Source: an optimization exercise on an open RTL-to-GDS flow (aim: small area). Production flows keep margins and buffers that such runs may drop.
Function was checked by simulation only, so behaviour that the tests miss may differ from the original.
Power and IR drop assume default switching activity.

==> flow/design.v <==
module counter (
	input clk,
	input rst_n,
	output reg [2:0] p,
	output step,
	output rise
	);
	assign step = &p;
	assign rise = ~p[2] & p[1] & p[0];
	always @(posedge clk or negedge rst_n) begin
		if (!rst_n)
			p <= 3'd0;
		else
			p <= p + 1'b1;
	end
endmodule
module adc108s102_interface (
	input clk,
	input rst_n,
	input dout,
	output din,
	output cs_n,
	output sclk,
	output reg [12:0] data,
	output sample,
	output check
	);
wire [2:0] p;
wire step, rise;
counter timebase (
	.clk(clk),
	.rst_n(rst_n),
	.p(p),
	.step(step),
	.rise(rise)
	);
assign sclk = p[2];
reg [4:0] v;
reg [7:0] u;
reg hold;
wire v_wrap = v[4] & ~v[3];                  
wire v_last = ~v[4] & (&v[3:0]);             
wire u_wrap = (&u[7:3]) & u[0];              
wire u_near = (&u[7:5]) & (u[4] | u[3]);     
assign sample = step & u_wrap;
always @(posedge clk or negedge rst_n) begin
	if (!rst_n) begin
		v <= 5'd30;
		u <= 8'd125;
		hold <= 1'b0;
	end
	else if (step) begin
		v <= v_wrap ? 5'd0 : v + 1'b1;
		u <= u_wrap ? 8'd0 : u + 1'b1;
		if (u_wrap)
			hold <= 1'b0;
		else if (v_last & u_near)
			hold <= 1'b1;
	end
end
assign cs_n = v[4];
assign din = ~((v[4] & v[3]) | (v == 5'd2) | (v == 5'd3) | (v == 5'd4));
wire data_bit = ~v[4] & ((v[3:0] >= 4'd4) & (v[3:0] <= 4'd13));
wire data_first = (v == 5'd4);
wire frame_bit = ~v[4] & ((v[3:0] <= 4'd3) | (v[3:0] >= 4'd14));
function [3:0] adj;
	input [3:0] d;
	begin
		adj[3] = d[3] | (d[2] & (d[1] | d[0]));
		adj[2] = (d[3] & d[0]) | (d[2] & ~d[1] & ~d[0]);
		adj[1] = (d[1] & (~d[2] | d[0])) | (d[3] & ~d[0]);
		adj[0] = (~d[3] & ~d[2] & d[0]) | (d[2] & d[1] & ~d[0]) | (d[3] & ~d[0]);
	end
endfunction
wire [3:0] a_u = adj(data[3:0]);
wire [3:0] a_t = adj(data[7:4]);
wire [3:0] a_h = adj(data[11:8]);
always @(posedge clk) begin
	if (rise & data_bit & ~hold) begin
		if (data_first)
			data <= {12'd0, dout};
		else
			data <= {a_h[3], a_h[2:0], a_t[3], a_t[2:0], a_u[3], a_u[2:0], dout};
	end
end
reg [2:0] a;
always @(posedge clk or negedge rst_n) begin
	if (!rst_n)
		a <= 3'b000;
	else if (rise & frame_bit)
		a <= dout ? 3'b011 : {a[1:0], a[1] & (a[2] ^ a[0])};
end
assign check = |a;
endmodule
module seg_7_4(
    input clk,
    input rst_n,
    input sample,
    input [12:0] value,
    output [3:0] an_n,
    output reg [6:0] seg
    );
reg [12:0] data;
reg [6:0] dem;
reg [1:0] k;
always @(posedge clk) begin
	if (sample)
		data <= value;
end
wire dem_wrap = dem[6] & dem[5] & dem[2];    
always @(posedge clk or negedge rst_n) begin
	if (!rst_n) begin
		dem <= 7'd0;
		k <= 2'd0;
	end
	else if (dem_wrap) begin
		dem <= 7'd0;
		k <= k + 1'b1;
	end
	else
		dem <= dem + 1'b1;
end
assign an_n = ~(4'b0001 << k);
reg [3:0] m;
always @* begin
	case (k)
	2'd3: m = {3'b000, data[12]};
	2'd2: m = data[11:8];
	2'd1: m = data[7:4];
	default: m = data[3:0];
	endcase
	case (m)
	0: seg = 7'b0000001;
	1: seg = 7'b1001111;
	2: seg = 7'b0010010;
	3: seg = 7'b0000110;
	4: seg = 7'b1001100;
	5: seg = 7'b0100100;
	6: seg = 7'b0100000;
	7: seg = 7'b0001111;
	8: seg = 7'b0000000;
	9: seg = 7'b0000100;
	default: seg = 7'b1111111;
	endcase
end
endmodule
module read_analog (
	input clk,
	input rst_n,
	input dout,
	output cs_n,
	output sclk,
	output din,
	output check,
	output [3:0] an,
	output [6:0] seg
	);
wire [12:0] data;
wire sample;
adc108s102_interface adc108s102_interface (
	.clk(clk),
	.rst_n(rst_n),
	.dout(dout),
	.din(din),
	.cs_n(cs_n),
	.sclk(sclk),
	.data(data),
	.sample(sample),
	.check(check)
	);
seg_7_4 seg_7_4 (
	.clk(clk),
	.rst_n(rst_n),
	.sample(sample),
	.value(data),
	.an_n(an),
	.seg(seg)
	);
endmodule
==> flow/run.sh <==
#!/bin/bash
# synth_recipe.tcl (not shown) runs the flow's synth.tcl, then flattens the netlist and writes it again
# the make line also repeats each setting of config.mk as NAME=value (left out here)
make -C /OpenROAD-flow-scripts/flow DESIGN_CONFIG=/design/flow/config.mk WORK_HOME=/design/flow/orfs CLKGATE_MAP_FILE= SYNTH_SCRIPT=/design/flow/synth_recipe.tcl finish
==> flow/config.mk <==
export PLATFORM = sky130hd
export DESIGN_NAME = read_analog
export DESIGN_NICKNAME = read_analog
export VERILOG_FILES = /design/flow/design.v
export SDC_FILE = /design/flow/constraint.sdc
export NUM_CORES = 4
export LEC_CHECK = 0
export CAP_MARGIN = 20
export CORE_MARGIN = 2
export CORE_UTILIZATION = 40
export SLEW_MARGIN = 20
==> flow/constraint.sdc <==
create_clock -name core_clock -period 30.0 [get_ports {clk}]
set_input_delay 6.0000 -clock core_clock [delete_from_list [all_inputs] [get_ports {clk}]]
set_output_delay 6.0000 -clock core_clock [all_outputs]
set_load 0.01 [all_outputs]
==> impl_metrics.tcl <==
set metrics [dict create \
    outcome "no timing/DRC/antenna violations" \
    firstDrtPassIters 4 \
    hold_path_class "flop to flop" \
    peakVddDrop_mv 0.0210 \
    p_leak_nw 1.33 \
    n_antenna_cell 0 \
    die_area_mm2 0.00781 \
    cts_buffer_depth 2 \
    yosysSeqAreaShare_pct 53.3 \
    max_freq_mhz 113 \
    reg2reg_slack_ns 27.80 \
    min_period_over_period_pct 29.6 \
    post_cts_buffers 0 \
    num_vias 1915 \
    synth_adder_area_share_pct 8.78 \
    grt_pass1_wl_um 8430 \
    clkLatencyLatePin_ns 0.30 \
    fin_cells 383 \
    syn_nets 288 \
    final-seq-area_mm2 0.00152 \
    rr_startpoint "adc108s102_interface.timebase.p[0]" \
    core_region_area_mm2 0.00683 \
    drv_slew 0 \
    final_util_pct 47.5 \
    io_pins 18 \
    clock_sinks 55 \
    ant_nets 0 \
    grt_pass1_vias 1799 \
    cp-start-kind "flop" \
    start_util_pct 41.7 \
    synthDistinctLibCells 49 \
    gp_congestion 0.775 \
    min_period_ns 8.87 \
    cts_resized 0 \
    port_buffers 17 \
    worst_pin_slew_ns 0.700 \
    fin_ws_ns 21.13 \
    ff2ff_path_depth 3 \
    cts_tree "done" \
    cts_root_buffer "clkbuf_8" \
    path_clk_slew_ns 0.09 \
    syn_avg_cell_area_um2 10.8 \
    powerDensity_mw_per_mm2 38.5 \
    filler_cell_count 657 \
    numCtsBuffers 5 \
    required_ns 24.00 \
    ys_ff_latch 55 \
    async_flop_share_pct 52.7 \
    htreeDepth 2 \
    cp.arrival_ns 2.87 \
    routed_wl_um 4850 \
    grt_max_degree 30 \
    die_w_um 88.4 \
    hold_buffers 0 \
    r2r_end "seg_7_4.data[6]" \
    drc_errors 0 \
    synth_warnings 3 \
    rows 30 \
    nNetsFinal 309 \
    post_drt_wl_per_cell_um 12.7 \
    antenna_found_initial 0 \
    post-place-cells 375 \
    place_ws_ns 21.46 \
    synth-simple-area-share_pct 14.4 \
    worstSetupStartpoint "seg_7_4.k[0]" \
    endpoint "seg[1]" \
    finClkSkew_ns 0.00711 \
    grt_usage_pct 13.7 \
    yosys-mux-area-fraction_pct 0.922 \
    synth_compound_area_share_pct 16.4 \
    final.setup.tns_ns 0 \
    synth_cells 265 \
    drive_above_1_share_pct 10.5 \
    cap_violations 0 \
    fp.dieH_um 88.4 \
    synthXorXnorAreaFrac_pct 2.15 \
    hold_ws_ns 0.430 \
    vias_per_cell 5.00 \
    synth_edf_count 26 \
    final-hold-violation-count 0 \
    dp_hpwl_um 3460 \
    synth_ff_type "edfxtp_1" \
    critPathMaxFanout 5 \
    first_iter_violations 91 \
    relSlewSlack_pct 53.3 \
    rsz0062_at_grt "no" \
    multi_input_area_mm2 0.00122 \
    synth_top_family_by_area "compound AO/OA/AOI/OAI gates" \
    cp-end-kind "output pin" \
    syn_area_mm2 0.00285 \
    syn_to_final_growth_pct 13.9 \
    critical_path_class "flop to output pin" \
    setup-violations-final 0 \
    overflow 0 \
]
## area by class of cell
type	count	area share, %
clock inverter	1	0.231
clock buffer	7	3.01
sequential	55	46.8
multi-input combinational	181	37.6
tap	96	3.70
timing repair buffer	20	5.94
inverter	23	2.66
## worst min-delay path by stage
| stage | start | endpoint | slack, ns | depth (start not counted) |
|---|---|---|---|---|
| 6_report | adc108s102_interface.data[12] | seg_7_4.data[12] | 0.43 | 0 |
| 2_1_floorplan | adc108s102_interface.data[12] | seg_7_4.data[12] | 0.40 | 0 |
| 5_1_grt | adc108s102_interface.data[12] | seg_7_4.data[12] | 0.44 | 0 |
| 3_5_place_dp | adc108s102_interface.data[12] | seg_7_4.data[12] | 0.42 | 0 |
| 3_3_place_gp | adc108s102_interface.data[12] | seg_7_4.data[12] | 0.41 | 0 |
| 4_1_cts | adc108s102_interface.data[12] | seg_7_4.data[12] | 0.43 | 0 |
## cell usage in the layout, fill, tap and decap left out, types with 4 or more instances in the layout
| master | count |
|---|---|
| nor2_1 | 28 |
| edfxtp_1 | 26 |
| inv_1 | 23 |
| ha_1 | 20 |
| dfrtp_1 | 19 |
| a21oi_1 | 17 |
| clkdlybuf4s50_1 | 17 |
| nand2_1 | 14 |
| o21ai_0 | 13 |
| dfstp_2 | 10 |
| nand3_1 | 9 |
| o21ai_1 | 7 |
| a31oi_1 | 5 |
| nand2b_1 | 5 |
| clkbuf_8 | 5 |
| xor2_1 | 4 |
| a2bb2oi_1 | 4 |
| nor3_1 | 4 |
| a21o_1 | 4 |
## metrics by stage
stage | power, mW | cell area, um2
final | 0.125 | 3240
after global routing | 0.130 | 3240
after CTS | 0.127 | 3240
after detailed placement | 0.0824 | 3140
after global placement | 0.0823 | 3140
after floorplan | 0.0809 | 2850
## flip-flops by register name, indices dropped and copies added, names as in the netlist
register	cells
adc108s102_interface.u	8
adc108s102_interface.a	3
seg_7_4.dem	7
seg_7_4.k	2
seg_7_4.data	13
adc108s102_interface.v	5
adc108s102_interface.timebase.p	3
adc108s102_interface.hold	1
adc108s102_interface.data	13
## cells by family after synthesis
logic type,Yosys count
flip-flops,55
adder cells (fa/ha/maj),20
buffers and inverters,29
AND/OR/NAND/NOR,82
multiplexers,2
XOR/XNOR,7
AO/OA/AOI/OAI,70
## report_power, final
part | internal (mW) | switching [mW] | leakage, nW
combinational | 0.000596 | 0.00112 | 0.712
sequential | 0.0787 | 0.000277 | 0.569
clock | 0.0216 | 0.0228 | 0.0496
total | 0.101 | 0.0242 | 1.33
## metal layers
metal | GRT usage (%) | share of wire [%]
met1 | 18.4 | 48
met5 | 0 | 0
met2 | 22.4 | 48
met4 | 4.13 | 1.2
met3 | 2.99 | 3.4
## Yosys cell counts (all sizes together) (2+ instances only)
| library cell | number | area, um2 |
|---|---|---|
| nand2b | 6 | 45.0 |
| ha | 20 | 250 |
| mux2 | 2 | 26.3 |
| nor3 | 4 | 20.0 |
| nand2 | 15 | 63.8 |
| a31oi | 5 | 31.3 |
| o21ai | 22 | 125 |
| a21o | 4 | 30.0 |
| o22ai | 2 | 12.5 |
| nor2 | 29 | 111 |
| a31o | 2 | 17.5 |
| xor2 | 4 | 35.0 |
| edfxtp | 26 | 781 |
| a221o | 3 | 31.3 |
| nand4 | 3 | 18.8 |
| nand3 | 9 | 45.0 |
| and2 | 3 | 18.8 |
| xnor2 | 3 | 26.3 |
| a2bb2oi | 4 | 35.0 |
| dfstp | 10 | 263 |
| or3 | 2 | 12.5 |
| dfrtp | 19 | 475 |
| a22oi | 3 | 22.5 |
| nor2b | 3 | 18.8 |
| and3 | 3 | 18.8 |
| a41oi | 2 | 17.5 |
| buf | 5 | 25.0 |
| inv | 23 | 86.3 |
| a21oi | 17 | 85.1 |
## critical path, stage by stage, from the launching register on
cell             delay [ns]
dfrtp_1                0.41
inv_1                  0.15
ha_1                   0.26
a222oi_1               0.12
a21oi_1                0.31
inv_1                  0.14
ha_1                   0.23
mux2_4                 0.25
a2bb2oi_1              0.15
clkdlybuf4s50_1        0.55

port drivers added, routing unchanged:
No port has a modelled driver above. Below, the same layout with a new extraction and two added sets of constraints. Step 1: set_driving_cell puts a clkbuf_16 on clk and a buf_2 on each other input, an assumption about the parent block. Step 2, shift: input delay + t, output delay - t, t = (earliest + latest rising clock arrival at the registers) / 2. This alone moves slack from input paths to output paths. Three values: no drivers, after step 1, after step 2; two values: the first two.
t (ns): 0.324
setup slack, ns: 21.133 / 21.105 / 21.429
worst setup path after step 2: register to output
worst data-port slew with drivers (ns): 0.03
pins driven straight from the clock port: 1
After both steps setup and hold are still met in this run. For this run, drivers alone change the setup slack by -0.028 ns; drivers and shift together by +0.296 ns.
